What follows belongs to an exercise in optimizing a design on an open flow for small area and a short achievable clock period; a production flow would make more cautious choices. At most, simulation tests tie the RTL to the original design; equivalence was not proved. The RTL of runs 1 and 2 was laid out without a check of its function. No activity file was given, so power comes from the tool's default toggle rates.

[flow/flow/run.sh]
#!/bin/bash
# The standard layout (standard.sh, unchanged synthesis), except that the
# port buffers that global placement inserts are plain buf_2 cells instead of
# the delay buffers buffer_ports picks by default.
set -euo pipefail
export BUFFER_PORTS_ARGS="-buffer_cell sky130_fd_sc_hd__buf_2"
bash standard.sh > flow_make.log 2>&1
[flow/standard.sh]
#!/bin/bash
# synth_recipe.tcl (not shown) runs the flow's synth.tcl, then flattens the netlist and writes it again
# the make line also repeats each setting of config.mk as NAME=value (left out here)
make -C /OpenROAD-flow-scripts/flow DESIGN_CONFIG=/design/flow/config.mk WORK_HOME=/design/flow/orfs CLKGATE_MAP_FILE= SYNTH_SCRIPT=/design/flow/synth_recipe.tcl "${@:-finish}"
[flow/config.mk]
export PLATFORM = sky130hd
export DESIGN_NAME = moving_avg_top
export DESIGN_NICKNAME = moving_avg_top
export VERILOG_FILES = /design/flow/design.v
export SDC_FILE = /design/flow/constraint.sdc
export NUM_CORES = 4
export LEC_CHECK = 0
export CAP_MARGIN = 20
export CORE_MARGIN = 2
export CORE_UTILIZATION = 40
export CTS_BUF_LIST = sky130_fd_sc_hd__clkbuf_16
export CTS_CLUSTER_DIAMETER = 100
export CTS_CLUSTER_SIZE = 24
export SETUP_SLACK_MARGIN = 2.2
export SLEW_MARGIN = 20
export SYNTH_HIERARCHICAL = 1
[flow/constraint.sdc]
create_clock -name core_clock -period 4.8 [get_ports {clk}]
set_input_delay 0.9600 -clock core_clock [delete_from_list [all_inputs] [get_ports {clk}]]
set_output_delay 0.9600 -clock core_clock [all_outputs]
set_load 0.01 [all_outputs]
[flow/design.v]
module mavg_pre_u #(parameter W = 20) (
	input  [W-1:0] a,
	input  [W-1:0] b,
	output [W-1:0] u
);
	assign u = ~(a ^ b);
endmodule
module mavg_pre_v #(parameter W = 20) (
	input  [W-1:0] a,
	input  [W-1:0] b,
	output [W-1:0] v
);
	assign v = a & ~b;
endmodule
module mavg_merge_s #(parameter W = 20) (
	input  [W-1:0] u,
	input  [W-1:0] c,
	output [W-1:0] sn
);
	assign sn = ~(u ^ c);
endmodule
module mavg_merge_k #(parameter W = 20) (
	input  [W-1:0] u,
	input  [W-1:0] v,
	input  [W-1:0] c,
	output [W-1:0] kn
);
	assign kn = {~(v[W-2:0] | (u[W-2:0] & c[W-2:0])), 1'b0};
endmodule
module mavg_prop #(parameter W = 20) (
	input  [W-1:0] sn,
	input  [W-1:0] kn,
	output [W-1:0] p
);
	assign p = sn ^ kn;
endmodule
module mavg_gen #(parameter W = 20) (
	input  [W-1:0] sn,
	input  [W-1:0] kn,
	output [W-1:0] g
);
	assign g = ~(sn | kn);
endmodule
module mavg_ks #(parameter W = 20, parameter L = 1) (
	input  [W-1:0] gi,
	input  [W-1:0] pi,
	output [W-1:0] go,
	output [W-1:0] po
);
	localparam D = 1 << (L - 1);
	localparam IN_INV = ((L - 1) % 2) == 1;
	genvar j;
	generate
		for (j = 0; j < W; j = j + 1) begin : b
			if (j < D) begin : pass
				assign go[j] = gi[j];
				assign po[j] = pi[j];
			end else begin : op
				localparam K = j - D;
				localparam K_INV = (K < D) ? (K == 1 || (K >= 4 && K < 8) || K >= 16) : IN_INV;
				wire gk_t = K_INV ? ~gi[K] : gi[K];
				if (!IN_INV) begin : t2i
					assign go[j] = ~(gi[j] | (pi[j] & gk_t));
					assign po[j] = ~(pi[j] & pi[K]);
				end else begin : i2t
					assign go[j] = ~(gi[j] & (pi[j] | ~gk_t));
					assign po[j] = ~(pi[j] | pi[K]);
				end
			end
		end
	endgenerate
endmodule
module mavg_sum_n #(parameter W = 20) (
	input  [W-1:0] p,
	input  [W-1:0] c,
	output [W-1:0] sn
);
	assign sn[0] = ~p[0];
	genvar j;
	generate
		for (j = 1; j < W; j = j + 1) begin : b
			if (j - 1 == 1 || (j - 1 >= 4 && j - 1 < 8) || j - 1 >= 16) begin : cinv
				assign sn[j] = p[j] ^ c[j-1];
			end else begin : ctrue
				assign sn[j] = ~(p[j] ^ c[j-1]);
			end
		end
	endgenerate
endmodule
module mavg_hold #(parameter W = 20) (
	input  [W-1:0] an,
	input  [W-1:0] bn,
	input          en,
	output [W-1:0] y
);
	assign y = ~(en ? an : bn);
endmodule
module moving_avg_filter #(
	parameter WIDTH = 16,
	parameter N     = 16
)(
	input                         clk,
	input                         rst_n,
	input                         in_valid,
	input      signed [WIDTH-1:0] in_sample,
	output reg                    out_valid,
	output     signed [WIDTH-1:0] out_sample
);
	localparam SHIFT = 4;
	localparam W = WIDTH + SHIFT;
	reg [WIDTH-1:0] window [0:N-2];
	reg [WIDTH-1:0] oldest;   
	reg [SHIFT-1:0] count;    
	reg             full;     
	reg [W-1:0]     sum;
	wire fills = full | (&count);   
	wire [W-1:0] b = {{SHIFT{oldest[WIDTH-1]}}, oldest};
	wire [W-1:0] c = {{SHIFT{in_sample[WIDTH-1]}}, in_sample};
	wire [W-1:0] next_sum_n, sum_n;
	wire [W-1:0] u, v, sn, kn, g0, p0, gn1, pn1, g2, p2, gn3, pn3, g4, p4, gn5, pn5, next_sum;
	mavg_pre_u             u_pru (.a(sum), .b(b), .u(u));
	mavg_pre_v             u_prv (.a(sum), .b(b), .v(v));
	mavg_merge_s           u_mgs (.u(u), .c(c), .sn(sn));
	mavg_merge_k           u_mgk (.u(u), .v(v), .c(c), .kn(kn));
	mavg_prop              u_prp (.sn(sn), .kn(kn), .p(p0));
	mavg_gen               u_gen (.sn(sn), .kn(kn), .g(g0));
	mavg_ks      #(.L(1))  u_ks1 (.gi(g0),  .pi(p0),  .go(gn1), .po(pn1));
	mavg_ks      #(.L(2))  u_ks2 (.gi(gn1), .pi(pn1), .go(g2),  .po(p2));
	mavg_ks      #(.L(3))  u_ks3 (.gi(g2),  .pi(p2),  .go(gn3), .po(pn3));
	mavg_ks      #(.L(4))  u_ks4 (.gi(gn3), .pi(pn3), .go(g4),  .po(p4));
	mavg_ks      #(.L(5))  u_ks5 (.gi(g4),  .pi(p4),  .go(gn5), .po(pn5));
	mavg_sum_n             u_sum (.p(p0), .c(gn5), .sn(next_sum_n));
	mavg_hold              u_hld (.an(next_sum_n), .bn(sum_n), .en(in_valid), .y(next_sum));
	assign sum_n = ~sum;
	integer i;
	always @(posedge clk) begin
		if (in_valid) begin
			window[0] <= in_sample;
			for (i = 1; i < N-1; i = i + 1)
				window[i] <= window[i-1];
		end
	end
	always @(posedge clk or negedge rst_n) begin
		if (!rst_n) begin
			oldest    <= {WIDTH{1'b0}};
			sum       <= {W{1'b0}};
			count     <= {SHIFT{1'b0}};
			full      <= 1'b0;
			out_valid <= 1'b0;
		end else begin
			sum       <= next_sum;
			out_valid <= 1'b0;
			if (in_valid) begin
				oldest    <= fills ? window[N-2] : {WIDTH{1'b0}};
				count     <= count + 1'b1;
				if (&count) full <= 1'b1;
				out_valid <= fills;
			end
		end
	end
	assign out_sample = sum[W-1:SHIFT];
endmodule
module moving_avg_top #(
    parameter FILTER_TYPE =  0,     
    parameter WIDTH       = 16,
    parameter N           = 16,
    parameter SHIFT       =  4,
    parameter DO_ROUND    =  0,
    parameter K           =  3
)(
    input                     clk,
    input                     rst_n,
    input                     in_valid,
    input  signed [WIDTH-1:0] in_sample,
    output                    out_valid,
    output signed [WIDTH-1:0] out_sample
);
    wire                     out_valid_w;
    wire signed [WIDTH-1:0]  out_sample_w;
    generate
        if (FILTER_TYPE == 0) begin : gen_win_buffer
            moving_avg_filter #(
                .WIDTH (WIDTH),
                .N     (N)
            ) u_filter (
                .clk        (clk),
                .rst_n      (rst_n),
                .in_valid   (in_valid),
                .in_sample  (in_sample),
                .out_valid  (out_valid_w),
                .out_sample (out_sample_w)
            );
        end else begin : gen_default
            moving_avg_filter #(
                .WIDTH (WIDTH),
                .N     (N)
            ) u_filter (
                .clk        (clk),
                .rst_n      (rst_n),
                .in_valid   (in_valid),
                .in_sample  (in_sample),
                .out_valid  (out_valid_w),
                .out_sample (out_sample_w)
            );
        end
    endgenerate
    assign out_valid  = out_valid_w;
    assign out_sample = out_sample_w;
endmodule
==> results.yml, run 1 <==
run_status:
  run_status: "complete, no violations"
worst_setup_path:
  critPathLaunch: "gen_win_buffer.u_filter.oldest[4]"
  endpoint_kind: "register"
  critPathLaunchType: "register"
  worstPathMaxFanout: 4
  required_ps: 5150
  critPathArrivalTime_ps: 2750
  r2r-start: "gen_win_buffer.u_filter.oldest[4]"
  reg2reg_depth: 10
  regToRegSetupSlack_ps: 2400
  r2r_end: "gen_win_buffer.u_filter.sum[19]"
  crit_type: "reg2reg"
power:
  total_leakage_power_nw: 4.35
  powerDensity_nw_per_um2: 649
  finalPower_mw: 7.71
  peakVddDrop_v: 0.000275
sta:
  timing.final.crit_share_pct: 49.9
  final.min_clock_period_ps: 2400
  finalSetupViolCount: 0
  drv_slew: 0
  fin_tns_setup_ps: 0
  slew_headroom_pct: 49.2
  worst_slew_pin_slew_ps: 763
  fin_skew_ps: 20.3
  rsz0062_at_grt: "true"
  fmax_mhz: 418
  hold_viol: 0
floorplan:
  die-width_microns: 170
  rows: 60
  pin_count: 36
  start_util_pct: 40.9
  die_h_microns: 170
  die-area_sq_um: 28900
  core_area_sq_um: 27000
finish:
  nNetsFinal: 698
  syn_to_final_growth_pct: 7.66
  diodes: 0
  fillers: 2399
  drive_above_1_share_pct: 19.0
clocking:
  cts_inserted_buffers: 15
  clk_latency_ps: 490
  ctsHoldBuffers: 0
  root_buffer: "clkbuf_16"
  cts_tree: "yes"
  htree_levels: 1
  clock_path_buffers: 3
  clkTransAtPathRegs_ps: 90
  cts.sinks: 282
worst_hold_path:
  hp-class: "reg2reg"
  hold_path_depth: 0
  min_from: "gen_win_buffer.u_filter.window[7][6]"
  holdPathEnd: "gen_win_buffer.u_filter.window[8][6]"
drt:
  vias_per_cell: 4.75
  drcViolationCount: 0
  drt_iter0_drc: 290
  antenna_left: 0
  wirelength_mm: 16.2
  wl_per_cell_microns: 15.7
  vias: 4874
  drtPass1Iterations: 4
synth:
  synth_fp_nets: 694
  synth_warnings: 8
  syn-instance-count: 674
  synth_area_sq_um: 11000
  avgSynthCellArea_sq_um: 16.4
placement:
  hpwl_mm: 9.92
  io_buffers: 35
  gp_congestion: 0.835
global_route:
  grt_pass1_wl_mm: 26.1
  antenna_found_initial: 0
  grt_pass1_vias: 4843
  grt-ovfl-total: 0
  grt_max_degree: 101
  grt_use_total_pct: 11.3
flow_run:
  maxCapViolations: 0
## cell usage in the layout (no fill, tap or decap), drive strengths merged
cell type	n
edfxtp	240
a21oi	71
xnor2	53
dfrtp	42
buf	42
nor2	37
inv	36
mux2i	36
nand2	29
xor2	29
o21ai	28
nor2b	19
clkbuf	15
a31oi	1
and2b	1
mux2	1
nand4	1
and3	1
a31o	1
ha	1
conb	1
clkinv	1
## how the worst max path moves through the flow
stage	endpoint	slack, ps
floorplan	gen_win_buffer.u_filter.sum[18]	2410
global placement	gen_win_buffer.u_filter.sum[15]	1920
detailed placement	gen_win_buffer.u_filter.sum[16]	1870
CTS	gen_win_buffer.u_filter.sum[16]	2260
global route	gen_win_buffer.u_filter.sum[16]	2180
finish	gen_win_buffer.u_filter.sum[19]	2400
## state kept, by name (all words and copies together), names as in the netlist
register and count:
gen_win_buffer.u_filter.count 4, gen_win_buffer.u_filter.full 1, gen_win_buffer.u_filter.oldest 16, gen_win_buffer.u_filter.out_valid 1, gen_win_buffer.u_filter.sum 20, gen_win_buffer.u_filter.window 240
## metrics by stage
| step | util, % | hold slack [ps] | worst slack [ps] | cells | cell area [sq um] |
|---|---|---|---|---|---|
| 2_1_floorplan | - | 400 | 2410 | 674 | 11000 |
| 3_3_place_gp | 41.7 | 404 | 1920 | 999 | 11300 |
| 3_5_place_dp | 41.7 | 405 | 1870 | 999 | 11300 |
| 4_1_cts | 43.2 | 421 | 2260 | 1024 | 11700 |
| 5_1_grt | 44.0 | 433 | 2180 | 1027 | 11900 |
| 6_report | 44.0 | 414 | 2400 | 1027 | 11900 |
## power by group
group          switching, mW  total [mW]  leakage, nW  internal (mW)
clock network          0.708        1.28        0.237          0.575
registers              0.238        3.21         2.85           2.97
logic                   1.91        3.22         1.26           1.31
total                   2.85        7.71         4.35           4.86
## layer usage
metal	track usage [%]	vias up	share of wire (%)
met5	0	-	0
met4	2.79	0	1.5
met3	2.35	16	3.5
met2	16.7	66	44
met1	17.1	2436	51
li1	-	2356	-
## cell type report
class                      instances  area, sq um  share of cell area (%)
inverter                          27          101                   0.853
timing repair buffer              42          253                    2.13
multi-input combinational        310         2430                    20.4
tap                              341          427                    3.59
clock inverter                    10         42.5                   0.358
clock buffer                      15          375                    3.16
sequential                       282         8260                    69.5
## worst max-delay path, cell delays in order, from the launching register on
cell and delay, ps:
dfrtp_1 460, xnor2_2 250, xnor2_1 200, xor2_1 350
a21oi_1 160, o21ai_1 210, a21oi_1 110, o21ai_1 160
a21oi_2 60, xor2_1 200, mux2i_1 100
## what timing repair did
item / CTS / global route
gates resized for setup: 1 / 26
pin swaps: 0 / 2
endpoints found under the setup margin: 3 / 12
setup buffers: 0 / 3
==> run 2: changes to the inputs <==
--- a/flow/config.mk
+++ b/flow/config.mk
@@ -11,6 +11,6 @@
 export CTS_BUF_LIST = sky130_fd_sc_hd__clkbuf_16
 export CTS_CLUSTER_DIAMETER = 100
 export CTS_CLUSTER_SIZE = 24
-export SETUP_SLACK_MARGIN = 2.2
+export SETUP_SLACK_MARGIN = 2.3
 export SLEW_MARGIN = 20
 export SYNTH_HIERARCHICAL = 1
==> results.yml, run 2 <==
drt:
  drcViolationCount: 0
  wirelength_mm: 16.3
  vias_per_cell: 4.75
  wl_per_cell_microns: 15.9
  vias: 4898
  drtPass1Iterations: 4
  drt_iter0_drc: 288
  antenna_left: 0
floorplan:
  die_h_microns: 170
  pin_count: 36
  core_area_sq_um: 27000
  die-area_sq_um: 28900
  die-width_microns: 170
  rows: 60
  start_util_pct: 40.9
worst_setup_path:
  r2r-start: "gen_win_buffer.u_filter.oldest[4]"
  critPathArrivalTime_ps: 2700
  r2r_end: "gen_win_buffer.u_filter.sum[19]"
  critPathLaunchType: "register"
  worstPathMaxFanout: 4
  regToRegSetupSlack_ps: 2450
  endpoint_kind: "register"
  reg2reg_depth: 11
  required_ps: 5150
  crit_type: "reg2reg"
finish:
  final_common_cell: "edfxtp_1"
  mostFrequentLayoutCells: "edfxtp_1, a21oi_1, dfrtp_1"
  largest-register: "gen_win_buffer.u_filter.window"
  final_cells: 1031
  largest_register_ff_count: 240
  nNetsFinal: 702
  syn_to_final_growth_pct: 9.39
  diodes: 0
  drive_above_1_share_pct: 22.3
  reg.largest.list: "gen_win_buffer.u_filter.window x240, gen_win_buffer.u_filter.sum x20, gen_win_buffer.u_filter.oldest x16"
power:
  switching_share_pct: 37.2
  p_clk_share_pct: 16.1
  combPwrFrac_pct: 43.2
  p_int_mw: 4.98
  peakVddDrop_v: 0.000277
  seq_power_share_pct: 40.7
  p_sw_mw: 2.95
  powerDensity_nw_per_um2: 657
  total_leakage_power_nw: 4.46
clocking:
  cts.sinks: 282
  clk_latency_ps: 490
  root_buffer: "clkbuf_16"
  cts_tree: "yes"
  clkTransAtPathRegs_ps: 90
  clock_path_buffers: 3
  htree_levels: 1
  cts_inserted_buffers: 15
placement:
  hpwl_mm: 9.92
  dp_cells: 999
  io_buffers: 35
  gp_congestion: 0.835
worst_hold_path:
  min_from: "gen_win_buffer.u_filter.window[7][6]"
  holdPathEnd: "gen_win_buffer.u_filter.window[8][6]"
  hp-class: "reg2reg"
  hold_path_depth: 0
synth:
  synth_area_sq_um: 11000
  syn-instance-count: 674
  avgSynthCellArea_sq_um: 16.4
  synth_fp_nets: 694
  synth_warnings: 8
sta:
  hold_viol: 0
  fin_tns_setup_ps: 0
  final.min_clock_period_ps: 2350
  fmax_mhz: 425
  fin_skew_ps: 19.1
  finalSetupViolCount: 0
  worst_slew_pin_slew_ps: 736
  drv_slew: 0
  timing.final.crit_share_pct: 49.0
  slew_headroom_pct: 51.0
  rsz0062_at_grt: "true"
flow_run:
  maxCapViolations: 0
global_route:
  grt_max_degree: 101
  antenna_found_initial: 0
  grt_pass1_vias: 4852
  grt_pass1_wl_mm: 26.1
  grt-ovfl-total: 0
  grt_use_total_pct: 11.3
run_status:
  run_status: "complete, no violations"
## run 2: metal layers
layer  routed length [microns]  up-vias  global-route usage, %
met5                         0        -                      0
met4                       243        0                   2.79
met3                       602       16                   2.35
met2                      7370       62                   16.8
met1                      8130     2461                   17.1
li1                          -     2359                      -
## run 2: timing repair
item,4_1_cts,5_1_grt
buffers inserted,0,7
endpoints found under the setup margin,6,13
resized for setup,4,47
pin swaps,0,6
hold buffers,0,0
cloned,0,0
## run 2: cell type report
type	instances	area, sq um
fillers	2386	14900
well taps	341	427
inverters	27	101
clock buffers	15	375
clock inverters	10	42.5
multi-input cells	310	2590
repair buffers	46	280
flip-flops and latches	282	8260
## run 2: worst max-delay path by stage
stage | from | slack (ps) | cells after the start | endpoint
4_1_cts | gen_win_buffer.u_filter.oldest[15] | 2300 | 10 | gen_win_buffer.u_filter.sum[19]
3_3_place_gp | in_sample[2] | 1920 | 9 | gen_win_buffer.u_filter.sum[15]
2_1_floorplan | in_sample[7] | 2410 | 9 | gen_win_buffer.u_filter.sum[18]
6_report | gen_win_buffer.u_filter.oldest[4] | 2450 | 11 | gen_win_buffer.u_filter.sum[19]
3_5_place_dp | in_sample[0] | 1870 | 9 | gen_win_buffer.u_filter.sum[16]
5_1_grt | gen_win_buffer.u_filter.oldest[4] | 2230 | 11 | gen_win_buffer.u_filter.sum[19]
## run 2: metrics by stage
stage               total power [mW]  utilization [%]  instance area [sq um]  setup slack, ps  hold slack (ps)
floorplan                       6.16                -                  11000             2410              400
global placement                6.27             41.7                  11300             1920              404
detailed placement              6.30             41.7                  11300             1870              405
CTS                             7.64             43.3                  11700             2300              421
global route                    8.50             44.7                  12100             2230              433
finish                          7.93             44.7                  12100             2450              415
## run 2: critical path, cell delays in order (launching register included)
cell and delay, ps:
dfrtp_1 460, xnor2_2 180, xnor2_1 250, xor2_1 110, buf_4 160, a21oi_1 210, o21ai_1 130, a21oi_1 180
o21ai_1 100, a21oi_2 160, xor2_1 190, mux2i_1 100
## run 2: power by group through the flow
stage / logic [mW] / registers [mW] / clock network [mW]
final: 3.43 / 3.23 / 1.28
after global routing: 3.79 / 3.27 / 1.44
after CTS: 3.09 / 3.20 / 1.34
after detailed placement: 3.05 / 3.25 / 0
after global placement: 3.04 / 3.23 / 0
after floorplan: 2.97 / 3.19 / 0
==> run 3: changes to the inputs <==
--- a/flow/design.v
+++ b/flow/design.v
@@ -33,6 +33,13 @@
 	output [W-1:0] p
 );
 	assign p = sn ^ kn;
+endmodule
+module mavg_tprop #(parameter W = 20) (
+	input  [W-1:0] sn,
+	input  [W-1:0] kn,
+	output [W-1:0] t
+);
+	assign t = ~(sn & kn);
 endmodule
 module mavg_gen #(parameter W = 20) (
 	input  [W-1:0] sn,
@@ -117,6 +124,7 @@
 	wire [W-1:0] b = {{SHIFT{oldest[WIDTH-1]}}, oldest};
 	wire [W-1:0] c = {{SHIFT{in_sample[WIDTH-1]}}, in_sample};
 	wire [W-1:0] next_sum_n, sum_n;
+	wire [W-1:0] t0;
 	wire [W-1:0] u, v, sn, kn, g0, p0, gn1, pn1, g2, p2, gn3, pn3, g4, p4, gn5, pn5, next_sum;
 	mavg_pre_u             u_pru (.a(sum), .b(b), .u(u));
 	mavg_pre_v             u_prv (.a(sum), .b(b), .v(v));
@@ -124,7 +132,8 @@
 	mavg_merge_k           u_mgk (.u(u), .v(v), .c(c), .kn(kn));
 	mavg_prop              u_prp (.sn(sn), .kn(kn), .p(p0));
 	mavg_gen               u_gen (.sn(sn), .kn(kn), .g(g0));
-	mavg_ks      #(.L(1))  u_ks1 (.gi(g0),  .pi(p0),  .go(gn1), .po(pn1));
+	mavg_tprop             u_tpr (.sn(sn), .kn(kn), .t(t0));
+	mavg_ks      #(.L(1))  u_ks1 (.gi(g0),  .pi(t0),  .go(gn1), .po(pn1));
 	mavg_ks      #(.L(2))  u_ks2 (.gi(gn1), .pi(pn1), .go(g2),  .po(p2));
 	mavg_ks      #(.L(3))  u_ks3 (.gi(g2),  .pi(p2),  .go(gn3), .po(pn3));
 	mavg_ks      #(.L(4))  u_ks4 (.gi(gn3), .pi(pn3), .go(g4),  .po(p4));
==> results.yml, run 3 <==
finish:
  largest-register: "gen_win_buffer.u_filter.window"
  fillers: 2448
  syn_to_final_growth_pct: 8.58
  final_area_sq_um: 12100
  nNetsFinal: 714
  mostFrequentLayoutCells: "edfxtp_1, nand2_1, a21oi_1"
  final_common_cell: "edfxtp_1"
  largest_register_ff_count: 240
  reg.largest.list: "gen_win_buffer.u_filter.window x240, gen_win_buffer.u_filter.sum x20, gen_win_buffer.u_filter.oldest x16"
  drive_above_1_share_pct: 19.2
clocking:
  ctsHoldBuffers: 0
  cts_inserted_buffers: 15
  postCtsSetupBuffers: 0
  clock_path_buffers: 3
  cts.sinks: 282
  cts_tree: "yes"
  clkTransAtPathRegs_ps: 90
  root_buffer: "clkbuf_16"
  htree_levels: 1
  clk_latency_ps: 490
floorplan:
  pin_count: 36
  die-area_sq_um: 29100
  die-width_microns: 171
  rows: 61
  start_util_pct: 40.3
  die_h_microns: 171
  core_area_sq_um: 27600
worst_setup_path:
  crit_end: "gen_win_buffer.u_filter.sum[19]"
  reg2reg_depth: 10
  required_ps: 5140
  critPathArrivalTime_ps: 2670
  endpoint_kind: "register"
  cpMaxStageDelayCell: "dfrtp_4"
  critPathLaunch: "gen_win_buffer.u_filter.oldest[15]"
  crit_type: "reg2reg"
  r2r-start: "gen_win_buffer.u_filter.oldest[15]"
  critPathLaunchType: "register"
  r2r_end: "gen_win_buffer.u_filter.sum[19]"
  regToRegSetupSlack_ps: 2460
  worstPathMaxFanout: 10
  path_cells: "xnor2_1 > xnor2_1 > nand2_1 > a21oi_1 > o21ai_1 > a21oi_1 > o21ai_1 > a21oi_2 > xor2_1 > mux2i_1"
  slowest_delay_ps: 600
worst_hold_path:
  hp-class: "reg2reg"
placement:
  placed_cell_area_sq_um: 11400
  hpwl_mm: 10.2
  io_buffers: 35
  gp_congestion: 0.877
sta:
  worst_slew_pin_slew_ps: 920
  timing.final.crit_share_pct: 48.7
  slew_headroom_pct: 38.7
  fin_skew_ps: 15.1
  rsz0062_at_grt: "false"
  hold_viol: 0
  finalSetupViolCount: 0
  fin_tns_setup_ps: 0
  fmax_mhz: 428
  drv_slew: 0
  final.min_clock_period_ps: 2340
global_route:
  grt_pass1_vias: 4949
  grt-ovfl-total: 0
  grt_max_degree: 125
  antenna_found_initial: 0
  grt_pass1_wl_mm: 26.5
  grt_use_total_pct: 11.4
run_status:
  run_status: "complete, no violations"
drt:
  vias: 4924
  drcViolationCount: 0
  wl_per_cell_microns: 15.1
  vias_per_cell: 4.56
  drtPass1Iterations: 4
  drt_iter0_drc: 236
  antenna_left: 0
  wirelength_mm: 16.4
power:
  powerDensity_nw_per_um2: 643
  combPwrFrac_pct: 41.5
  seq_power_share_pct: 41.6
  p_clk_share_pct: 16.9
  total_leakage_power_nw: 4.54
  p_sw_mw: 2.81
  peakVddDrop_v: 0.000325
  switching_share_pct: 36.2
  p_int_mw: 4.95
synth:
  synth_fp_nets: 712
  synth_area_sq_um: 11100
  avgSynthCellArea_sq_um: 16.1
  syn-instance-count: 692
  synth_warnings: 8
flow_run:
  maxCapViolations: 0
run 3: power groups by stage:
stage | registers [mW] | clock network, mW | logic (mW)
2_1_floorplan | 3.19 | 0 | 2.99
3_5_place_dp | 3.25 | 0 | 3.06
3_3_place_gp | 3.24 | 0 | 3.04
6_report | 3.23 | 1.31 | 3.22
5_1_grt | 3.27 | 1.46 | 3.64
4_1_cts | 3.20 | 1.38 | 3.09
run 3: final cells by class:
| type | count | area [sq um] | area share, % |
|---|---|---|---|
| clock inverters | 9 | 33.8 | 0.280 |
| well taps | 378 | 473 | 3.92 |
| flip-flops and latches | 282 | 8260 | 68.5 |
| multi-input cells | 328 | 2540 | 21.0 |
| clock buffers | 16 | 400 | 3.32 |
| repair buffers | 40 | 250 | 2.07 |
| diodes | 1 | 2.50 | 0.0207 |
| inverters | 27 | 101 | 0.840 |
run 3: what timing repair did:
| action | in CTS | in global routing |
|---|---|---|
| endpoints found under the setup margin | 4 | 10 |
| gates resized for setup | 3 | 31 |
| gates cloned | 0 | 0 |
| pin swaps | 0 | 3 |
run 3: how the worst min path moves through the flow:
stage | start | endpoint | slack [ps] | depth (start not counted)
final | gen_win_buffer.u_filter.window[12][1] | gen_win_buffer.u_filter.window[13][1] | 410 | 0
after global routing | gen_win_buffer.u_filter.window[7][1] | gen_win_buffer.u_filter.window[8][1] | 420 | 0
after CTS | gen_win_buffer.u_filter.window[12][1] | gen_win_buffer.u_filter.window[13][1] | 410 | 0
after detailed placement | gen_win_buffer.u_filter.window[9][1] | gen_win_buffer.u_filter.window[10][1] | 400 | 0
after global placement | gen_win_buffer.u_filter.window[0][12] | gen_win_buffer.u_filter.window[1][12] | 400 | 0
after floorplan | gen_win_buffer.u_filter.window[9][0] | gen_win_buffer.u_filter.window[10][0] | 400 | 0
run 3: routing by layer:
metal	global-route usage, %	up-vias	share of wire [%]
li1	-	2418	-
met1	17.2	2441	49
met2	17.4	46	46
met3	1.92	19	3.9
met4	2.38	0	1.4
met5	0	-	0
run 3: stage by stage:
step	worst slack, ps	hold slack [ps]	cells	utilization (%)	total power [mW]
5_1_grt	2300	425	1080	43.8	8.37
4_1_cts	2320	411	1080	43.0	7.67
6_report	2460	411	1081	43.8	7.76
3_3_place_gp	1890	404	1055	41.4	6.28
3_5_place_dp	1860	405	1055	41.4	6.31
2_1_floorplan	2490	400	692	-	6.18
run 3: worst max-delay path: cells and delay by family (launching register included):
kind / cells / cell delay [ps]
xor gates and xnor gates: 3 / 700
DFF: 1 / 600
muxes: 1 / 110
and+or+nand+nor: 1 / 140
AOI/OAI and AO/OA: 5 / 660
==> run 4: changes to the inputs <==
--- a/flow/config.mk
+++ b/flow/config.mk
@@ -11,6 +11,6 @@
 export CTS_BUF_LIST = sky130_fd_sc_hd__clkbuf_16
 export CTS_CLUSTER_DIAMETER = 100
 export CTS_CLUSTER_SIZE = 24
-export SETUP_SLACK_MARGIN = 2.3
+export SETUP_SLACK_MARGIN = 2.1
 export SLEW_MARGIN = 20
 export SYNTH_HIERARCHICAL = 1
==> results.yml, run 4 <==
run_status:
  run_status: "complete, no violations"
clocking:
  clkTransAtPathRegs_ps: 90
  cts_inserted_buffers: 15
  clk_latency_ps: 490
  cts.sinks: 282
  root_buffer: "clkbuf_16"
  clock_path_buffers: 3
  cts_tree: "yes"
  ctsHoldBuffers: 0
  postCtsSetupBuffers: 0
  htree_levels: 1
finish:
  drive_above_1_share_pct: 15.0
  mostFrequentLayoutCells: "edfxtp_1, xnor2_1, a21oi_1"
  largest_register_ff_count: 240
  nNetsFinal: 714
  syn_to_final_growth_pct: 6.60
  largest-register: "gen_win_buffer.u_filter.window"
  reg.largest.list: "gen_win_buffer.u_filter.window x240, gen_win_buffer.u_filter.sum x20, gen_win_buffer.u_filter.oldest x16"
  final_common_cell: "edfxtp_1"
  fillers: 2463
worst_setup_path:
  r2r-start: "gen_win_buffer.u_filter.oldest[1]"
  required_ps: 5170
  critPathArrivalTime_ps: 2900
  critPathLaunchType: "register"
  reg2reg_depth: 9
  regToRegSetupSlack_ps: 2270
  crit_type: "reg2reg"
  worstPathMaxFanout: 5
  critPathLaunch: "gen_win_buffer.u_filter.oldest[1]"
  endpoint_kind: "register"
sta:
  slew_headroom_pct: 39.0
  fin_tns_setup_ps: 0
  setup_slack_ps: 2270
  rsz0062_at_grt: "true"
  hold_viol: 0
  final.min_clock_period_ps: 2530
  timing.final.crit_share_pct: 52.6
  worst_slew_pin_slew_ps: 916
  fmax_mhz: 396
  finalSetupViolCount: 0
  fin_skew_ps: 14.9
  drv_slew: 0
synth:
  synth_area_sq_um: 11100
  syn-instance-count: 692
  synth_warnings: 8
  avgSynthCellArea_sq_um: 16.1
  synth_fp_nets: 712
drt:
  wl_per_cell_microns: 14.9
  drt_iter0_drc: 242
  vias_per_cell: 4.53
  drcViolationCount: 0
  wirelength_mm: 16.2
  drtPass1Iterations: 5
  antenna_left: 0
  vias: 4901
global_route:
  grt_pass1_vias: 4938
  grt_max_degree: 125
  grt_use_total_pct: 11.4
  grt_pass1_wl_mm: 26.5
  antenna_found_initial: 0
  grt-ovfl-total: 0
floorplan:
  pin_count: 36
  die-area_sq_um: 29100
  die-width_microns: 171
  rows: 61
  start_util_pct: 40.3
  core_area_sq_um: 27600
  die_h_microns: 171
power:
  finalPower_mw: 7.55
  peakVddDrop_v: 0.000322
  total_leakage_power_nw: 4.40
  powerDensity_nw_per_um2: 637
placement:
  hpwl_mm: 10.2
  gp_congestion: 0.877
  io_buffers: 35
  dpl_worst_slack_ps: 1860
worst_hold_path:
  min_from: "gen_win_buffer.u_filter.window[12][1]"
  hold_path_depth: 0
  hp-class: "reg2reg"
flow_run:
  maxCapViolations: 0
[run 4: area by class of cell]
cell class	count	area (sq um)	share of cell area, %
clock buffer	16	400	3.38
timing repair buffer	40	250	2.11
tap	378	473	3.99
sequential	282	8260	69.7
antenna	1	2.50	0.0211
inverter	27	101	0.856
clock inverter	9	33.8	0.285
multi-input combinational	328	2320	19.6
[run 4: final timing paths]
path                                                              end
worst min register to register  gen_win_buffer.u_filter.window[13][1]
min in group asynchronous           gen_win_buffer.u_filter.out_valid
worst max register to register        gen_win_buffer.u_filter.sum[16]
worst min-delay path            gen_win_buffer.u_filter.window[13][1]
max in group asynchronous          gen_win_buffer.u_filter.oldest[15]
worst max-delay path                  gen_win_buffer.u_filter.sum[16]
[run 4: per-stage QoR]
stage / instance area (sq um) / utilization (%) / hold slack (ps) / instances
CTS: 11800 / 42.9 / 411 / 1080
finish: 11800 / 43.0 / 410 / 1081
global placement: 11400 / 41.4 / 404 / 1055
global route: 11800 / 43.0 / 425 / 1080
floorplan: 11100 / - / 400 / 692
detailed placement: 11400 / 41.4 / 405 / 1055
[run 4: what timing repair did]
| action | 4_1_cts | 5_1_grt |
|---|---|---|
| resized for setup | 0 | 2 |
| endpoints found under the setup margin | 0 | 6 |
| hold endpoints to repair | 0 | 0 |
[run 4: power by group]
| part | total (mW) | switching (mW) | internal [mW] |
|---|---|---|---|
| clock network | 1.31 | 0.704 | 0.606 |
| registers | 3.20 | 0.228 | 2.97 |
| logic | 3.04 | 1.78 | 1.26 |
| total | 7.55 | 2.71 | 4.84 |
[run 4: worst max-delay path, cell delays in order, from the launching register on]
cell and delay, ps:
dfrtp_1 440, xnor2_1 300, xnor2_1 220, nand2_1 120
a21oi_1 420, o21ai_1 220, a21oi_1 290, o21ai_1 130
xnor2_1 180, mux2i_1 90
[run 4: per-layer routing]
| metal | share of wire [%] | GRT usage (%) |
|---|---|---|
| met3 | 4.0 | 1.92 |
| met2 | 45 | 17.4 |
| met4 | 1.4 | 2.38 |
| met5 | 0 | 0 |
| met1 | 49 | 17.2 |
==> run 5: changes to the inputs <==
--- a/flow/config.mk
+++ b/flow/config.mk
@@ -7,10 +7,10 @@
 export LEC_CHECK = 0
 export CAP_MARGIN = 20
 export CORE_MARGIN = 2
-export CORE_UTILIZATION = 40
+export CORE_UTILIZATION = 60
 export CTS_BUF_LIST = sky130_fd_sc_hd__clkbuf_16
 export CTS_CLUSTER_DIAMETER = 100
 export CTS_CLUSTER_SIZE = 24
-export SETUP_SLACK_MARGIN = 2.1
+export SETUP_SLACK_MARGIN = 2.2
 export SLEW_MARGIN = 20
 export SYNTH_HIERARCHICAL = 1
==> results.yml, run 5 <==
finish:
  drive_above_1_share_pct: 15.3
  syn_to_final_growth_pct: 4.87
  diodes: 0
  largest_register_ff_count: 240
  fin_util_pct: 64.4
  final_common_cell: "edfxtp_1"
  largest-register: "gen_win_buffer.u_filter.window"
  reg.largest.list: "gen_win_buffer.u_filter.window x240, gen_win_buffer.u_filter.sum x20, gen_win_buffer.u_filter.oldest x16"
  final_area_sq_um: 11600
  mostFrequentLayoutCells: "edfxtp_1, xnor2_1, a21oi_1, nand2_1, dfrtp_1"
  nNetsFinal: 715
synth:
  syn-instance-count: 692
  avgSynthCellArea_sq_um: 16.1
  synth_area_sq_um: 11100
  synth_fp_nets: 712
  synth_warnings: 8
drt:
  drtPass1Iterations: 16
  wl_per_cell_microns: 16.6
  drcViolationCount: 0
  antenna_left: 0
  vias_per_cell: 5.29
  drt_iter0_drc: 283
  vias: 4940
  wirelength_mm: 15.5
worst_setup_path:
  worstPathMaxFanout: 4
  reg2reg_depth: 9
  critPathLaunchType: "register"
  required_ps: 5130
  critPathArrivalTime_ps: 2810
  crit_type: "reg2reg"
  regToRegSetupSlack_ps: 2310
  endpoint_kind: "register"
clocking:
  root_buffer: "clkbuf_16"
  cts_inserted_buffers: 15
  postCtsSetupBuffers: 0
  htree_levels: 1
  clock_path_buffers: 3
  cts.sinks: 282
  cts_tree: "yes"
  ctsHoldBuffers: 0
  clk_latency_ps: 500
  clkTransAtPathRegs_ps: 90
floorplan:
  start_util_pct: 61.4
  die_h_microns: 140
  pin_count: 36
  rows: 49
  die-width_microns: 140
  die-area_sq_um: 19600
  core_area_sq_um: 18100
global_route:
  grt_pass1_vias: 4816
  grt_use_total_pct: 16.2
  grt_max_degree: 133
  grt-ovfl-total: 0
  grt_pass1_wl_mm: 25.1
  antenna_found_initial: 0
sta:
  rsz0062_at_grt: "true"
  finalSetupViolCount: 0
  timing.final.crit_share_pct: 51.8
  fmax_mhz: 402
  fin_skew_ps: 23.0
  hold_viol: 0
  final.min_clock_period_ps: 2490
  slew_headroom_pct: 33.9
  fin_tns_setup_ps: 0
  worst_slew_pin_slew_ps: 992
  drv_slew: 0
placement:
  placed_cell_area_sq_um: 11200
  io_buffers: 35
  gp_congestion: 0.845
  hpwl_mm: 9.62
worst_hold_path:
  hold_path_depth: 0
  hp-class: "reg2reg"
flow_run:
  maxCapViolations: 0
power:
  peakVddDrop_v: 0.000387
  total_leakage_power_nw: 4.40
  finalPower_mw: 7.54
  powerDensity_nw_per_um2: 648
run_status:
  run_status: "complete, no violations"
## run 5: worst paths after layout
kind | to | start
max in group asynchronous | gen_win_buffer.u_filter.oldest[15] | rst_n
min in group asynchronous | gen_win_buffer.u_filter.sum[14] | rst_n
hold reg to reg | gen_win_buffer.u_filter.window[14][0] | gen_win_buffer.u_filter.window[13][0]
hold / removal | gen_win_buffer.u_filter.window[14][0] | gen_win_buffer.u_filter.window[13][0]
setup reg to reg | gen_win_buffer.u_filter.sum[15] | gen_win_buffer.u_filter.oldest[2]
setup / recovery | gen_win_buffer.u_filter.sum[15] | gen_win_buffer.u_filter.oldest[2]
## run 5: worst max-delay path: stages, from the launching register on
cell,delay [ps]
dfrtp_1,440
xnor2_1,310
xnor2_1,230
nand2_1,160
a21oi_1,210
o21ai_1,200
a21oi_1,360
o21ai_1,160
xnor2_1,180
mux2i_1,90
## run 5: stage by stage
stage / worst slack (ps) / hold slack [ps] / cells
after floorplan: 2490 / 400 / 692
after global placement: 1900 / 402 / 907
after detailed placement: 1870 / 405 / 907
after CTS: 2210 / 405 / 933
after global routing: 2060 / 416 / 933
final: 2310 / 410 / 933
## run 5: what timing repair did
action | CTS | global route
gates resized for setup | 0 | 4
setup endpoints to repair | 0 | 8
endpoints found under the hold margin | 0 | 0
## run 5: area by class of cell
cell class / instances / area, sq um
Timing Repair Buffer: 41 / 243
Sequential cell: 282 / 8260
Inverter: 27 / 101
Tap cell: 229 / 287
Clock buffer: 15 / 375
Multi-Input combinational cell: 328 / 2330
Fill cell: 1261 / 6440
Clock inverter: 11 / 51.3
## run 5: routing by layer
layer | vias up | wire length, microns | track usage [%]
met5 | - | 0 | 0
met4 | 0 | 312 | 4.41
met3 | 18 | 492 | 2.50
met2 | 63 | 6960 | 24.8
met1 | 2442 | 7680 | 24.6
li1 | 2417 | - | -
## run 5: power by group
| part | switching, mW | internal [mW] | total (mW) |
|---|---|---|---|
| clock | 0.695 | 0.579 | 1.27 |
| sequential | 0.229 | 2.97 | 3.20 |
| combinational | 1.81 | 1.27 | 3.07 |
==> run 6: changes to the inputs <==
--- a/flow/config.mk
+++ b/flow/config.mk
@@ -7,7 +7,7 @@
 export LEC_CHECK = 0
 export CAP_MARGIN = 20
 export CORE_MARGIN = 2
-export CORE_UTILIZATION = 60
+export CORE_UTILIZATION = 40
 export CTS_BUF_LIST = sky130_fd_sc_hd__clkbuf_16
 export CTS_CLUSTER_DIAMETER = 100
 export CTS_CLUSTER_SIZE = 24
==> results.yml, run 6 <==
run_status:
  run_status: "complete, no violations"
floorplan:
  core_area_sq_um: 27600
  rows: 61
  start_util_pct: 40.3
  die-width_microns: 171
  die-area_sq_um: 29100
  die_h_microns: 171
  pin_count: 36
global_route:
  grt_max_degree: 125
  antenna_found_initial: 0
  grt_pass1_wl_mm: 26.5
  grt-ovfl-total: 0
  grt_pass1_vias: 4938
  grt_use_total_pct: 11.4
drt:
  drcViolationCount: 0
  drtPass1Iterations: 4
  dr_wl_met2_mm: 7.31
  antenna_left: 0
  wirelength_mm: 16.2
  top_layer: "met4"
  drt_iter0_drc: 249
  vias_per_cell: 4.55
  wl_per_cell_microns: 15.0
  dr_wl_met3_microns: 632
  vias: 4915
  met1_length_mm: 8.04
finish:
  multi_input_area_sq_um: 2380
  largest_register_ff_count: 240
  drive_above_1_share_pct: 16.4
  reg.largest.list: "gen_win_buffer.u_filter.window x240, gen_win_buffer.u_filter.sum x20, gen_win_buffer.u_filter.oldest x16"
  nNetsFinal: 714
  final-seq-area_sq_um: 8260
  syn_to_final_growth_pct: 7.18
  fillers: 2461
  final_common_cell: "edfxtp_1"
  mostFrequentLayoutCells: "edfxtp_1, nand2_1, a21oi_1, xnor2_1, dfrtp_1"
  fin_util_pct: 43.2
  largest-register: "gen_win_buffer.u_filter.window"
synth:
  synth_warnings: 8
  synth_area_sq_um: 11100
  synth_fp_nets: 712
  avgSynthCellArea_sq_um: 16.1
  syn-instance-count: 692
clocking:
  cts_inserted_buffers: 15
  clk_latency_ps: 490
  postCtsSetupBuffers: 0
  cts_tree: "yes"
  htree_levels: 1
  clkTransAtPathRegs_ps: 90
  cts.sinks: 282
  root_buffer: "clkbuf_16"
  clock_path_buffers: 3
worst_setup_path:
  critPathArrivalTime_ps: 2730
  required_ps: 5170
  cpMaxStageDelayCell: "dfrtp_1"
  crit_type: "reg2reg"
  cp_top_family: "compound AO/OA/AOI/OAI gates"
  r2r-start: "gen_win_buffer.u_filter.oldest[1]"
  endpoint_kind: "register"
  critPathLaunch: "gen_win_buffer.u_filter.oldest[1]"
  slowest_delay_ps: 440
  worstPathMaxFanout: 5
  crit_top_cell: "xnor2_1"
  path_cells: "xnor2_1 > xnor2_1 > nand2_1 > a21oi_2 > o21ai_1 > a21oi_1 > o21ai_1 > xnor2_1 > mux2i_1"
  path_buf_inv: 0
  critPathLaunchType: "register"
sta:
  fin_tns_setup_ps: 0
  drv_slew: 0
  fin_skew_ps: 15.3
  fmax_mhz: 424
  final.min_clock_period_ps: 2360
  slew_headroom_pct: 38.8
  timing.final.crit_share_pct: 49.2
  hold_viol: 0
  worst_slew_pin_slew_ps: 918
  setup_slack_ps: 2440
  finalSetupViolCount: 0
  rsz0062_at_grt: "false"
placement:
  gp_congestion: 0.877
  dpl_worst_slack_ps: 1860
  hpwl_mm: 10.2
  io_buffers: 35
power:
  total_leakage_power_nw: 4.44
  powerDensity_nw_per_um2: 640
  finalPower_mw: 7.61
  peakVddDrop_v: 0.000321
worst_hold_path:
  min_from: "gen_win_buffer.u_filter.window[12][1]"
  hp-class: "reg2reg"
flow_run:
  maxCapViolations: 0
==> run 6: per-stage QoR <==
step / hold slack [ps] / area, sq um / cells
after global placement: 404 / 11400 / 1055
after floorplan: 400 / 11100 / 692
final: 410 / 11900 / 1081
after detailed placement: 405 / 11400 / 1055
after CTS: 411 / 11800 / 1080
after global routing: 425 / 11900 / 1080
==> run 6: worst register-to-register path, delay by kind of cell (launching register included) <==
family / cells / cell delay, ps
XOR/XNOR: 3 / 700
AND/OR/NAND/NOR: 1 / 140
flip-flops: 1 / 440
AO/OA/AOI/OAI: 4 / 870
multiplexers: 1 / 90
==> run 6: repair_timing <==
action	CTS	global route
endpoints found under the setup margin	0	10
resized for setup	0	12
hold buffers	0	0
==> run 6: path summary, 6_finish.rpt <==
path	slack [ps]	endpoint	cells after the start
setup / recovery	2440	gen_win_buffer.u_filter.sum[16]	9
hold / removal	410	gen_win_buffer.u_filter.window[13][1]	0
setup reg to reg	2440	gen_win_buffer.u_filter.sum[16]	9
hold reg to reg	410	gen_win_buffer.u_filter.window[13][1]	0
max in group asynchronous	3880	gen_win_buffer.u_filter.oldest[15]	1
min in group asynchronous	460	gen_win_buffer.u_filter.out_valid	1
==> run 6: layout make-up <==
| type | instances | share of cell area [%] |
|---|---|---|
| Timing Repair Buffer | 40 | 2.10 |
| Clock inverter | 9 | 0.284 |
| Tap cell | 378 | 3.97 |
| Sequential cell | 282 | 69.4 |
| Inverter | 27 | 0.851 |
| Clock buffer | 16 | 3.36 |
| Multi-Input combinational cell | 328 | 20.0 |
| Antenna cell | 1 | 0.0210 |
==> run 6: power by group <==
| group | total, mW | internal, mW | switching (mW) |
|---|---|---|---|
| clock | 1.31 | 0.606 | 0.704 |
| combinational | 3.10 | 1.30 | 1.80 |
| sequential | 3.20 | 2.97 | 0.237 |
==> run 6: metal layers <==
metal / track usage, % / vias up
met5: 0 / -
met4: 2.38 / 0
met3: 1.92 / 19
met2: 17.4 / 52
met1: 17.2 / 2431
li1: - / 2413
==> run 7: changes to the inputs <==
--- a/flow/config.mk
+++ b/flow/config.mk
@@ -10,7 +10,7 @@
 export CORE_UTILIZATION = 40
 export CTS_BUF_LIST = sky130_fd_sc_hd__clkbuf_16
 export CTS_CLUSTER_DIAMETER = 100
-export CTS_CLUSTER_SIZE = 24
+export CTS_CLUSTER_SIZE = 30
 export SETUP_SLACK_MARGIN = 2.2
 export SLEW_MARGIN = 20
 export SYNTH_HIERARCHICAL = 1
==> results.yml, run 7 <==
run_status:
  run_status: "complete, no violations"
worst_setup_path:
  worstPathMaxFanout: 5
  crit_type: "reg2reg"
  critPathArrivalTime_ps: 2740
  endpoint_kind: "register"
  critPathLaunchType: "register"
  required_ps: 5170
drt:
  wl_per_cell_microns: 15.0
  drcViolationCount: 0
  drt_iter0_drc: 291
  wirelength_mm: 16.1
  vias_per_cell: 4.55
  antenna_left: 0
  vias: 4895
  drtPass1Iterations: 4
finish:
  fin_util_pct: 42.9
  syn_to_final_growth_pct: 6.51
  largest-register: "gen_win_buffer.u_filter.window"
  largest_register_ff_count: 240
  fillers: 2453
  final_common_cell: "edfxtp_1"
  final_area_sq_um: 11800
  mostFrequentLayoutCells: "edfxtp_1, nand2_1, xnor2_1"
  nNetsFinal: 712
  drive_above_1_share_pct: 16.0
  reg.largest.list: "gen_win_buffer.u_filter.window x240, gen_win_buffer.u_filter.sum x20, gen_win_buffer.u_filter.oldest x16"
  diodes: 0
placement:
  placed_cell_area_sq_um: 11400
  hpwl_mm: 10.2
  gp_congestion: 0.877
  io_buffers: 35
power:
  p_int_mw: 4.77
  combPwrFrac_pct: 41.2
  p_sw_mw: 2.73
  p_clk_share_pct: 16.1
  seq_power_share_pct: 42.7
  powerDensity_nw_per_um2: 634
  switching_share_pct: 36.4
  total_leakage_power_nw: 4.39
  peakVddDrop_v: 0.000354
floorplan:
  die-area_sq_um: 29100
  start_util_pct: 40.3
  pin_count: 36
  core_area_sq_um: 27600
  die_h_microns: 171
  die-width_microns: 171
  rows: 61
sta:
  fmax_mhz: 422
  rsz0062_at_grt: "true"
  final.min_clock_period_ps: 2370
  hold_viol: 0
  slew_headroom_pct: 38.8
  drv_slew: 0
  worst_slew_pin_slew_ps: 918
  timing.final.crit_share_pct: 49.4
  fin_tns_setup_ps: 0
  fin_skew_ps: 20.1
  finalSetupViolCount: 0
clocking:
  ctsHoldBuffers: 0
  root_buffer: "clkbuf_16"
  clock_path_buffers: 3
  clk_latency_ps: 490
  postCtsSetupBuffers: 0
  clkTransAtPathRegs_ps: 120
  cts_inserted_buffers: 13
  htree_levels: 1
  cts_tree: "yes"
  cts.sinks: 282
synth:
  syn-instance-count: 692
  synth_fp_nets: 712
  synth_warnings: 8
  avgSynthCellArea_sq_um: 16.1
  synth_area_sq_um: 11100
global_route:
  grt_use_total_pct: 11.4
  antenna_found_initial: 0
  grt_pass1_vias: 4898
  grt_pass1_wl_mm: 26.4
  grt-ovfl-total: 0
  grt_max_degree: 125
flow_run:
  maxCapViolations: 0
worst_hold_path:
  hp-class: "reg2reg"
## run 7: path summary, 6_finish.rpt
path / from / endpoint / slack (ps) / cells past startpoint
setup / recovery: gen_win_buffer.u_filter.oldest[1] / gen_win_buffer.u_filter.sum[16] / 2430 / 9
setup reg to reg: gen_win_buffer.u_filter.oldest[1] / gen_win_buffer.u_filter.sum[16] / 2430 / 9
hold / removal: gen_win_buffer.u_filter.window[12][1] / gen_win_buffer.u_filter.window[13][1] / 400 / 0
max in group asynchronous: rst_n / gen_win_buffer.u_filter.oldest[15] / 3900 / 1
min in group asynchronous: rst_n / gen_win_buffer.u_filter.out_valid / 450 / 1
hold reg to reg: gen_win_buffer.u_filter.window[12][1] / gen_win_buffer.u_filter.window[13][1] / 400 / 0
## run 7: per-stage QoR
| stage | power (mW) | setup WS [ps] | hold WS, ps | instances |
|---|---|---|---|---|
| after global placement | 6.28 | 1890 | 404 | 1055 |
| after floorplan | 6.18 | 2490 | 400 | 692 |
| final | 7.50 | 2430 | 405 | 1076 |
| after detailed placement | 6.31 | 1860 | 405 | 1055 |
| after CTS | 7.55 | 2220 | 413 | 1076 |
| after global routing | 8.12 | 2180 | 418 | 1076 |
## run 7: area by class of cell
class | count | area (sq um) | area share (%)
inverter | 27 | 101 | 0.857
tap | 378 | 473 | 4.00
clock buffer | 13 | 325 | 2.75
timing repair buffer | 40 | 250 | 2.12
sequential | 282 | 8260 | 69.8
multi-input combinational | 328 | 2380 | 20.1
clock inverter | 8 | 45.0 | 0.381
## run 7: power by group through the flow
stage | logic (mW) | registers, mW | clock network (mW)
3_3_place_gp | 3.04 | 3.24 | 0
5_1_grt | 3.52 | 3.24 | 1.35
6_report | 3.09 | 3.20 | 1.21
4_1_cts | 3.08 | 3.20 | 1.27
2_1_floorplan | 2.99 | 3.19 | 0
3_5_place_dp | 3.06 | 3.25 | 0
## run 7: timing repair
action | in CTS | in global routing
endpoints found under the setup margin | 0 | 10
resized for setup | 0 | 11
endpoints found under the hold margin | 0 | 0
## run 7: routing by layer
layer	global-route usage [%]	vias to the layer above	share of wire, %
met5	0	-	0
met4	2.23	0	1.3
met3	2.01	17	3.8
met2	17.2	56	45
met1	17.3	2413	50
li1	-	2409	-
## run 7: critical path, stage by stage, from the launching register on
cell and delay, ps:
dfrtp_1 450, xnor2_1 300, xnor2_1 220, nand2_1 140
a21oi_2 290, o21ai_1 180, a21oi_1 270, o21ai_1 130
xnor2_1 180, mux2i_1 90
==> run 8: changes to the inputs <==
--- a/flow/design.v
+++ b/flow/design.v
@@ -139,10 +139,16 @@
 	mavg_ks      #(.L(4))  u_ks4 (.gi(gn3), .pi(pn3), .go(g4),  .po(p4));
 	mavg_ks      #(.L(5))  u_ks5 (.gi(g4),  .pi(p4),  .go(gn5), .po(pn5));
 	mavg_sum_n             u_sum (.p(p0), .c(gn5), .sn(next_sum_n));
-	mavg_hold              u_hld (.an(next_sum_n), .bn(sum_n), .en(in_valid), .y(next_sum));
-	assign sum_n = ~sum;
+	mavg_hold              u_hld (.an(next_sum_n), .bn(sum_n), .en(sum_en), .y(next_sum));
+	assign sum_n = ~(sum & {W{rst_n}});
+	wire   sum_en = in_valid & rst_n;
 	integer i;
 	always @(posedge clk) begin
+		sum <= next_sum;
+		if (!rst_n)
+			oldest <= {WIDTH{1'b0}};
+		else if (in_valid)
+			oldest <= fills ? window[N-2] : {WIDTH{1'b0}};
 		if (in_valid) begin
 			window[0] <= in_sample;
 			for (i = 1; i < N-1; i = i + 1)
@@ -151,16 +157,12 @@
 	end
 	always @(posedge clk or negedge rst_n) begin
 		if (!rst_n) begin
-			oldest    <= {WIDTH{1'b0}};
-			sum       <= {W{1'b0}};
 			count     <= {SHIFT{1'b0}};
 			full      <= 1'b0;
 			out_valid <= 1'b0;
 		end else begin
-			sum       <= next_sum;
 			out_valid <= 1'b0;
 			if (in_valid) begin
-				oldest    <= fills ? window[N-2] : {WIDTH{1'b0}};
 				count     <= count + 1'b1;
 				if (&count) full <= 1'b1;
 				out_valid <= fills;
--- a/flow/config.mk
+++ b/flow/config.mk
@@ -10,7 +10,7 @@
 export CORE_UTILIZATION = 40
 export CTS_BUF_LIST = sky130_fd_sc_hd__clkbuf_16
 export CTS_CLUSTER_DIAMETER = 100
-export CTS_CLUSTER_SIZE = 30
-export SETUP_SLACK_MARGIN = 2.2
+export CTS_CLUSTER_SIZE = 24
+export SETUP_SLACK_MARGIN = 2.3
 export SLEW_MARGIN = 20
 export SYNTH_HIERARCHICAL = 1
==> results.yml, run 8 <==
finish:
  largest-register: "gen_win_buffer.u_filter.window"
  syn_to_final_growth_pct: 5.85
  drive_above_1_share_pct: 15.3
  nNetsFinal: 698
  final_common_cell: "edfxtp_1"
  diodes: 0
  reg.largest.list: "gen_win_buffer.u_filter.window x240, gen_win_buffer.u_filter.sum x20, gen_win_buffer.u_filter.oldest x16"
  fin_util_pct: 42.9
  largest_register_ff_count: 240
  mostFrequentLayoutCells: "edfxtp_1, nand2_1, xnor2_1"
drt:
  drtPass1Iterations: 4
  drcViolationCount: 0
  vias_per_cell: 4.88
  wirelength_mm: 16.4
  antenna_left: 0
  wl_per_cell_microns: 15.9
  vias: 5009
  drt_iter0_drc: 280
worst_setup_path:
  endpoint_kind: "register"
  r2r-start: "gen_win_buffer.u_filter.oldest[0]"
  critPathLaunchType: "register"
  path_cells: "xnor2_1 > xnor2_1 > nor2_2 > inv_1 > o21ai_1 > a21oi_1 > o21ai_1 > xnor2_1 > mux2i_1"
  slowest_delay_ps: 370
  crit_type: "reg2reg"
  critPathArrivalTime_ps: 2680
  crit_top_cell: "xnor2_1"
  cpMaxStageDelayCell: "o21ai_1"
  worstPathMaxFanout: 6
  critPathLaunch: "gen_win_buffer.u_filter.oldest[0]"
  required_ps: 5150
clocking:
  clock_path_buffers: 3
  cts.sinks: 282
  ctsHoldBuffers: 0
  cts_inserted_buffers: 15
  cts_resized: 1
  htree_levels: 1
  postCtsSetupBuffers: 0
  root_buffer: "clkbuf_16"
  clk_latency_ps: 490
  clkTransAtPathRegs_ps: 90
  cts_tree: "yes"
global_route:
  grt_pass1_wl_mm: 26.9
  grt-ovfl-total: 0
  antenna_found_initial: 0
  grt_use_total_pct: 11.7
  grt_pass1_vias: 5108
  grt_max_degree: 120
sta:
  finalSetupViolCount: 0
  rsz0062_at_grt: "true"
  fmax_mhz: 429
  worst_slew_pin_slew_ps: 940
  fin_tns_setup_ps: 0
  fin_skew_ps: 8.46
  slew_headroom_pct: 37.3
  drv_slew: 0
  holdWs_ps: 418
  hold_viol: 0
  timing.final.crit_share_pct: 48.6
  final.min_clock_period_ps: 2330
power:
  peakVddDrop_v: 0.000251
  powerDensity_nw_per_um2: 548
  total_leakage_power_nw: 4.00
worst_hold_path:
  min_from: "gen_win_buffer.u_filter.window[7][4]"
  hp-class: "reg2reg"
synth:
  syn-instance-count: 682
  avgSynthCellArea_sq_um: 15.9
  synth_warnings: 8
  synth_area_sq_um: 10900
  synth_fp_nets: 702
floorplan:
  pin_count: 36
  rows: 60
  die-width_microns: 169
  start_util_pct: 40.6
  die-area_sq_um: 28500
  core_area_sq_um: 26800
  die_h_microns: 169
run_status:
  run_status: "complete, no violations"
placement:
  io_buffers: 35
  gp_congestion: 0.846
  hpwl_mm: 10.2
flow_run:
  maxCapViolations: 0
==> run 8: worst paths after layout <==
check	endpoint	slack (ps)	cells after the start
min reg2reg	gen_win_buffer.u_filter.window[8][4]	420	0
min	gen_win_buffer.u_filter.window[8][4]	420	0
min in group asynchronous	gen_win_buffer.u_filter.out_valid	490	1
max in group asynchronous	gen_win_buffer.u_filter.count[0]	3910	1
max reg2reg	gen_win_buffer.u_filter.sum[15]	2470	9
max	gen_win_buffer.u_filter.sum[15]	2470	9
==> run 8: area by class of cell <==
class / instances / area, sq um
multi-input combinational: 334 / 2340
clock buffer: 15 / 375
timing repair buffer: 38 / 220
clock inverter: 10 / 42.5
fill: 2347 / 15300
inverter: 7 / 26.3
sequential: 282 / 8080
tap: 341 / 427
==> run 8: report_power, final <==
group	switching (mW)	leakage, nW	total (mW)	internal [mW]
Clock	0.702	0.237	1.28	0.575
Combinational	1.16	1.05	1.97	0.809
Sequential	0.159	2.72	3.06	2.90
==> run 8: critical path, delay by kind of cell (launching register included) <==
kind | cells | cell delay (ps)
AOI/OAI and AO/OA | 3 | 820
muxes | 1 | 90
xor gates and xnor gates | 3 | 600
and+or+nand+nor | 1 | 260
DFF | 1 | 360
buffers and inverters | 1 | 70
==> run 8: stage by stage <==
step | std cells | worst slack, ps | power (mW) | instance area, sq um
CTS | 1027 | 2380 | 6.38 | 11500
finish | 1027 | 2470 | 6.31 | 11500
global placement | 1002 | 1950 | 5.04 | 11100
detailed placement | 1002 | 1900 | 5.07 | 11100
global route | 1027 | 2290 | 6.72 | 11500
floorplan | 682 | 2490 | 4.99 | 10900
==> run 8: per-layer routing <==
| layer | up-vias | wire, microns | share of wire (%) | GRT usage, % |
|---|---|---|---|---|
| li1 | 2398 | - | - | - |
| met5 | - | 0 | 0 | 0 |
| met1 | 2526 | 8210 | 50 | 17.0 |
| met3 | 21 | 618 | 3.8 | 2.20 |
| met2 | 64 | 7300 | 45 | 18.4 |
| met4 | 0 | 255 | 1.6 | 2.59 |
==> run 9: changes to the inputs <==
--- a/flow/config.mk
+++ b/flow/config.mk
@@ -11,6 +11,6 @@
 export CTS_BUF_LIST = sky130_fd_sc_hd__clkbuf_16
 export CTS_CLUSTER_DIAMETER = 100
 export CTS_CLUSTER_SIZE = 24
-export SETUP_SLACK_MARGIN = 2.3
+export SETUP_SLACK_MARGIN = 2.4
 export SLEW_MARGIN = 20
 export SYNTH_HIERARCHICAL = 1
==> results.yml, run 9 <==
clocking:
  htree_levels: 1
  root_buffer: "clkbuf_16"
  ctsHoldBuffers: 0
  cts_tree: "yes"
  cts.sinks: 282
  clk_latency_ps: 490
  clock_path_buffers: 3
  clkTransAtPathRegs_ps: 90
  cts_inserted_buffers: 15
drt:
  wirelength_mm: 16.4
  drt_iter0_drc: 264
  vias: 5031
  drcViolationCount: 0
  vias_per_cell: 4.90
  antenna_left: 0
  drtPass1Iterations: 4
  wl_per_cell_microns: 16.0
power:
  total_leakage_power_nw: 4.06
  powerDensity_nw_per_um2: 548
  finalPower_mw: 6.36
  peakVddDrop_v: 0.000249
finish:
  fin_util_pct: 43.3
  final_cells: 1027
  largest_register_ff_count: 240
  mostFrequentLayoutCells: "edfxtp_1, nand2_1, xnor2_1"
  largest-register: "gen_win_buffer.u_filter.window"
  nNetsFinal: 698
  diodes: 0
  reg.largest.list: "gen_win_buffer.u_filter.window x240, gen_win_buffer.u_filter.sum x20, gen_win_buffer.u_filter.oldest x16"
  drive_above_1_share_pct: 17.2
  final_common_cell: "edfxtp_1"
  syn_to_final_growth_pct: 6.77
sta:
  drv_slew: 0
  final.min_clock_period_ps: 2290
  rsz0062_at_grt: "true"
  timing.final.crit_share_pct: 47.8
  fin_tns_setup_ps: 0
  hold_viol: 0
  worst_slew_pin_slew_ps: 917
  holdWs_ps: 418
  slew_headroom_pct: 38.9
  fmax_mhz: 436
  finalSetupViolCount: 0
  fin_skew_ps: 9.22
global_route:
  grt_max_degree: 120
  antenna_found_initial: 0
  grt_pass1_vias: 5108
  grt_use_total_pct: 11.7
  grt_pass1_wl_mm: 26.9
  grt-ovfl-total: 0
synth:
  synth_area_sq_um: 10900
  avgSynthCellArea_sq_um: 15.9
  syn-instance-count: 682
  synth_fp_nets: 702
  synth_warnings: 8
placement:
  gp_congestion: 0.846
  dp_cells: 1002
  io_buffers: 35
  hpwl_mm: 10.2
flow_run:
  maxCapViolations: 0
worst_setup_path:
  required_ps: 5150
  crit_type: "reg2reg"
  critPathLaunchType: "register"
  worstPathMaxFanout: 6
  critPathArrivalTime_ps: 2650
  endpoint_kind: "register"
floorplan:
  start_util_pct: 40.6
  die_h_microns: 169
  die-area_sq_um: 28500
  die-width_microns: 169
  pin_count: 36
  core_area_sq_um: 26800
  rows: 60
worst_hold_path:
  hp-class: "reg2reg"
run_status:
  run_status: "complete, no violations"
[run 9: layout make-up]
cell class / instances / area, sq um
Timing Repair Buffer: 38 / 220
Inverter: 7 / 26.3
Sequential cell: 282 / 8080
Clock buffer: 15 / 375
Multi-Input combinational cell: 334 / 2440
Fill cell: 2329 / 15200
Tap cell: 341 / 427
Clock inverter: 10 / 42.5
[run 9: metal layers]
layer,up-vias,track usage (%),wire [microns]
met1,2535,17.0,8090
met2,73,18.4,7340
li1,2400,-,-
met3,23,2.20,705
met5,-,0,0
met4,0,2.59,269
[run 9: worst paths after layout]
check,startpoint,endpoint,slack [ps],cells after the start
setup / recovery,gen_win_buffer.u_filter.oldest[0],gen_win_buffer.u_filter.sum[15],2510,9
hold / removal,gen_win_buffer.u_filter.window[7][4],gen_win_buffer.u_filter.window[8][4],420,0
setup reg to reg,gen_win_buffer.u_filter.oldest[0],gen_win_buffer.u_filter.sum[15],2510,9
hold reg to reg,gen_win_buffer.u_filter.window[7][4],gen_win_buffer.u_filter.window[8][4],420,0
max in group asynchronous,rst_n,gen_win_buffer.u_filter.count[0],3910,1
min in group asynchronous,rst_n,gen_win_buffer.u_filter.out_valid,480,1
[run 9: stage by stage]
step	setup slack, ps	instance area (sq um)
after floorplan	2490	10900
after global placement	1950	11100
after detailed placement	1900	11100
after CTS	2420	11500
after global routing	2340	11600
final	2510	11600
[run 9: repair_timing]
item,CTS,global route
gates resized for setup,2,19
setup buffers,0,0
endpoints found under the setup margin,5,11
pin swaps,0,1
[run 9: critical path, stage by stage (launching register included)]
cell and delay, ps:
dfxtp_1 360, xnor2_1 300, xnor2_1 160, nor2_2 290, inv_1 80, o21ai_1 390, a21oi_2 150, o21ai_1 210
xnor2_1 140, mux2i_1 90
[run 9: report_power, final]
group,internal [mW],switching (mW)
Combinational,0.841,1.18
Clock,0.575,0.701
Sequential,2.90,0.165

==> re-timing with driven ports <==
The results above use ideal ports. As a check the final layouts listed here were re-extracted and re-timed, cells and wires unchanged. Step 1 assumes that a clkbuf_16 drives the clock port and a buf_2 every other input. Step 2 moves the port delays by t, midway between the first and last clock arrival at a register: inputs arrive t later, outputs are due t later. That takes back most of the time a late clock gives input paths. Slacks: no drivers / after step 1 / after step 2; pairs: no drivers / after step 1.
run | shift t [ns] | setup WS [ns] | hold WS [ns] | worst setup path at the end | pins driven straight from the clock port
run 1 | 0.523 | 2.405 / 2.405 / 1.953 | 0.414 / 0.414 / 0.414 | input to register | 1
run 2 | 0.522 | 2.448 / 2.448 / 1.968 | 0.415 / 0.415 / 0.415 | input to register | 1
run 3 | 0.522 | 2.463 / 2.463 / 2.036 | 0.411 / 0.411 / 0.411 | input to register | 1
run 4 | 0.520 | 2.273 / 2.273 / 1.851 | 0.410 / 0.410 / 0.410 | input to register | 1
run 5 | 0.526 | 2.315 / 2.315 / 1.880 | 0.410 / 0.410 / 0.410 | input to register | 1
run 6 | 0.520 | 2.440 / 2.440 / 1.959 | 0.410 / 0.410 / 0.410 | input to register | 1
run 7 | 0.520 | 2.428 / 2.428 / 1.957 | 0.405 / 0.405 / 0.405 | input to register | 1
run 8 | 0.522 | 2.468 / 2.468 / 1.973 | 0.418 / 0.418 / 0.418 | input to register | 1
run 9 | 0.522 | 2.505 / 2.505 / 2.031 | 0.418 / 0.418 / 0.418 | input to register | 1
After both steps every run listed still meets setup and hold. For run 8, which loses most, drivers alone change the setup slack by 0.000 ns; drivers and shift together by -0.495 ns.
